Background: an optimization exercise with open tools, aiming at small area. Do not read the settings as production practice.
Function was checked by simulation only, so behaviour that the tests miss may differ from the original.
The flow treats the clock pin as an ideal source, which a real chip does not have.
Power figures rest on the tool's default switching activity, not on a simulated workload.

==> flow/design.v (excerpt) <==
module VGA(
input clk, rst,
input [7:0] rect_color,
output hsync,vsync,
output reg [7:0] color
    );
reg [1:0] q;
always @(posedge clk or posedge rst) begin
  if (rst) q <= 2'b00;
  else     q <= {q[0], ~q[1]};
end
wire tick = q[1] & q[0];
reg started;
always @(posedge clk or posedge rst) begin
  if (rst) started <= 1'b0;
  else if (tick) started <= 1'b1;
end
wire clr = ~started & ~tick;
reg [9:0] h;
reg [9:0] v;
wire hw = h[9] & h[8] & h[5];           
wire vw = v[9] & v[3] & v[0];           
wire hwrap = tick & hw;
wire vwrap = hwrap & vw;
reg [9:0] hinc, vinc;
reg hc, vc;
integer i;
always @(*) begin
  hc = tick;
  vc = hwrap;
  for (i = 0; i < 10; i = i + 1) begin
    hinc[i] = h[i] ^ hc;
    hc = hc & h[i];
    vinc[i] = v[i] ^ vc;
    vc = vc & v[i];
  end
end
always @(posedge clk) begin
  if (clr) begin
    h <= 10'd0;
    v <= 10'd0;
  end else begin
    h <= hinc & ~{hwrap, hwrap, 2'b00, hwrap, 4'b0000, hwrap};
    v <= vinc & ~{vwrap, 5'b00000, vwrap, 1'b0, vwrap, 1'b0};
  end
end
wire vp = (v[8:1] == 8'b11110101);
wire h0 = (h == 10'd0);
wire hp_prev = (h >= 10'd657) & (h <= 10'd752);                
wire vp_prev = h0 ? (v == 10'd491 || v == 10'd492) : vp;       
assign hsync = started & ~hp_prev;
assign vsync = started & ~vp_prev;
wire frame = vwrap;
reg [2:0] k8;
reg [1:0] m3;
always @(posedge clk) begin
  if (clr) begin
    k8 <= 3'd1;
    m3 <= 2'd1;
  end else if (frame) begin
    k8 <= {k8[2] ^ (k8[1] & k8[0]), k8[1] ^ k8[0], ~k8[0]};
    m3 <= {m3[0], ~(m3[1] | m3[0])};
  end
end
wire z = ~(m3[1] | m3[0]);
wire p = k8[0];
wire d_ge1 = p | ~z;
wire d_ge2 = ~(p ^ z);
wire d_ge3 = p & z;
wire l_ge1 = k8 != 3'd0;
wire l_ge2 = (k8[2] ^ k8[1]) | (k8[1] & ~k8[0]) | (k8[2] & ~k8[1] & ~k8[0]);
wire l_ge3 = k8 == 3'd3 || k8 == 3'd4 || k8 == 3'd5;
wire l_ge4 = k8 == 3'd4;
  ...
Size in the first run: about 170 cells after synthesis, ~20 I/O pins, about 1500 um2 of cells after synthesis.
clock: 10.0 ns
lec_check: 0
cap_margin: 20
core_area: 2.5 2.5 72.5 72.5
die_area: 0 0 75 75
place_density: 0.8
slew_margin: 20
standard.sh (not shown) runs the stock make flow with config.mk's settings and CLKGATE_MAP_FILE= SYNTH_SCRIPT=/design/flow/synth_recipe.tcl, a recipe that flattens the netlist after the stock synthesis.
==> flow/flow/run.sh <==
#!/bin/bash
# Own layout flow: the standard flow (standard.sh), with
#  - synthesis (flow/synth.tcl) whose ABC mapping tries a few area-oriented
#    scripts (deepsyn with different seeds, then area-recovering mapping) and
#    keeps the smallest; no adder cells are extracted (ADDER_MAP_FILE empty);
#    registers are mapped before ABC runs and are the standard synthesis's,
#  - port buffers of the smallest buffer cell,
#  - the clock tree built by flow/clkbuf.tcl (run before CTS; TritonCTS then
#    skips the already buffered clock net): the clock port drives CLKBUF_N
#    buffers, each driving one group of flip-flops.
# Each tool's output goes to its own log in this folder.
set -euo pipefail
W=$PWD
mkdir -p $W/abc
S=""
for seed in 1 2 3 4 5 6 7 8 9 10 11 12; do
  printf 'strash\n&get -n\n&deepsyn -T 15 -S %s\n&put\n&get -n\n&dch -f\n&nf -R 1000 -p -C 32 -F 8\n&put\n' $seed > $W/abc/area$seed.script
  S="$S $W/abc/area$seed.script"
done
export AREA_ABC_SCRIPTS="$S"
export CLKBUF_CELL=sky130_fd_sc_hd__clkbuf_8
export CLKBUF_N=2
bash standard.sh SYNTH_SCRIPT=$W/flow/synth.tcl ADDER_MAP_FILE= synth > $W/synth.log 2>&1
bash standard.sh \
  "BUFFER_PORTS_ARGS=-buffer_cell sky130_fd_sc_hd__buf_1" \
  "PRE_CTS_TCL=$W/flow/clkbuf.tcl" \
  finish > $W/layout.log 2>&1
Other scripts of this flow, unchanged in this note and not shown: flow/flow/clkbuf.tcl, flow/flow/synth.tcl
Rerun with:
--- a/flow/flow/run.sh
+++ b/flow/flow/run.sh
@@ -14,5 +14,5 @@
 mkdir -p $W/abc
 S=""
-for seed in 1 2 3 4 5 6 7 8 9 10 11 12; do
+for seed in 1 2 3 4 5 6; do
   printf 'strash\n&get -n\n&deepsyn -T 15 -S %s\n&put\n&get -n\n&dch -f\n&nf -R 1000 -p -C 32 -F 8\n&put\n' $seed > $W/abc/area$seed.script
   S="$S $W/abc/area$seed.script"
After rerunning: Via count stays the same. Register-to-register slack stays flat. Setup slack is unchanged. Maximum frequency does not change. Final cell count does not change. Combinational power hardly moves. Total power does not change. Design area is unchanged.


VGA, a different RTL version from the one above (not shown whole).
Size: ~170 cells after synthesis, roughly 0.0017 sq mm of cells after synthesis.
==> flow/config.mk <==
export PLATFORM = sky130hd
export DESIGN_NAME = VGA
export DESIGN_NICKNAME = VGA
export VERILOG_FILES = /design/flow/design.v
export SDC_FILE = /design/flow/constraint.sdc
export NUM_CORES = 4
export LEC_CHECK = 0
export CAP_MARGIN = 20
export CORE_MARGIN = 2
export CORE_UTILIZATION = 40
export SLEW_MARGIN = 20
==> flow/constraint.sdc <==
create_clock -name core_clock -period 10.0 [get_ports {clk}]
set_input_delay 2.0000 -clock core_clock [delete_from_list [all_inputs] [get_ports {clk}]]
set_output_delay 2.0000 -clock core_clock [all_outputs]
set_load 0.01 [all_outputs]
==> flow/flow/run.sh <==
#!/bin/bash
# Own layout flow: the standard flow, with
#  - synthesis whose ABC mapping uses an area script (flow/synth.tcl, flow/area.script),
#  - port buffers of the smallest buffer cell,
#  - a clock tree without dummy loads.
set -euo pipefail
W=$PWD
export AREA_ABC_SCRIPT=$W/flow/area.script
bash standard.sh SYNTH_SCRIPT=$W/flow/synth.tcl synth > $W/synth.log 2>&1
bash standard.sh \
  "BUFFER_PORTS_ARGS=-buffer_cell sky130_fd_sc_hd__buf_1" \
  "CTS_ARGS=-sink_clustering_enable -repair_clock_nets -dont_use_dummy_load" \
  finish > $W/layout.log 2>&1
==> flow/flow/area.script <==
strash
&get -n
&deepsyn -T 20
&put
&get -n
&dch -f
&nf -R 1000
&put
==> flow/flow/synth.tcl <==
# The standard synthesis script, with ABC's technology mapping done by an
# area-oriented script (flow/area.script) instead of ORFS's speed script.
# Registers are mapped by dfflibmap before ABC runs, so they are unchanged.
proc synth {args} { yosys synth -nofsm -noshare {*}$args }
proc abc {args} {
  set i [lsearch -exact $args -script]
  if { $i >= 0 } { lset args [expr {$i + 1}] $::env(AREA_ABC_SCRIPT) }
  set j [lsearch -exact $args -D]
  if { $j >= 0 } { set args [lreplace $args $j [expr {$j + 1}]] }
  yosys abc {*}$args
}
source $::env(SCRIPTS_DIR)/synth.tcl
# left out here: clear keep_hierarchy, flatten, clean up, hide names made inside functions, write 1_2_yosys.v
Then changed:
==> flow/run.sh (new file) <==
#!/bin/bash
# synth_recipe.tcl (not shown) runs the flow's synth.tcl, then flattens the netlist and writes it again
# the make line also repeats each setting of config.mk as NAME=value (left out here)
make -C /OpenROAD-flow-scripts/flow DESIGN_CONFIG=/design/flow/config.mk WORK_HOME=/design/flow/orfs CLKGATE_MAP_FILE= SYNTH_SCRIPT=/design/flow/synth_recipe.tcl finish
removed: flow/flow/run.sh
removed: flow/flow/area.script
removed: flow/flow/synth.tcl
removed: flow/standard.sh
What happened: The new run ran to the end with no violations. Worst setup slack is worse by 0.40 ns. Sequential power hardly moves. Critical path depth is unchanged. Register-to-register slack gains 0.14 ns.

what the ideal ports hide:
Ports are ideal in the flow. The routed layouts listed here were re-timed in OpenROAD. Step 1 sets driving cells, clkbuf_16 on the clock port and buf_2 on the other inputs (assumed; they add their load-dependent delay and slew). Step 2 also shifts input and output timing later by t, the mid clock arrival at the registers, as if the neighbouring blocks saw the same clock. Three values: ideal ports, drivers, drivers and shift; two values: the first two.
run | t (ns) | slack for setup (ns) | worst hold slack (ns)
the first run of note 1 | 0.189 | 6.121 / 6.089 / 6.277 | 0.465 / 0.465 / 0.465
the second run of note 1 | 0.189 | 6.121 / 6.089 / 6.277 | 0.465 / 0.465 / 0.465
the first run of note 2 | 0.307 | 7.197 / 7.171 / 7.478 | 0.392 / 0.392 / 0.392
the second run of note 2 | 0.306 | 6.801 / 6.776 / 7.046 | 0.377 / 0.377 / 0.377
After both steps setup and hold are still met in every run listed.
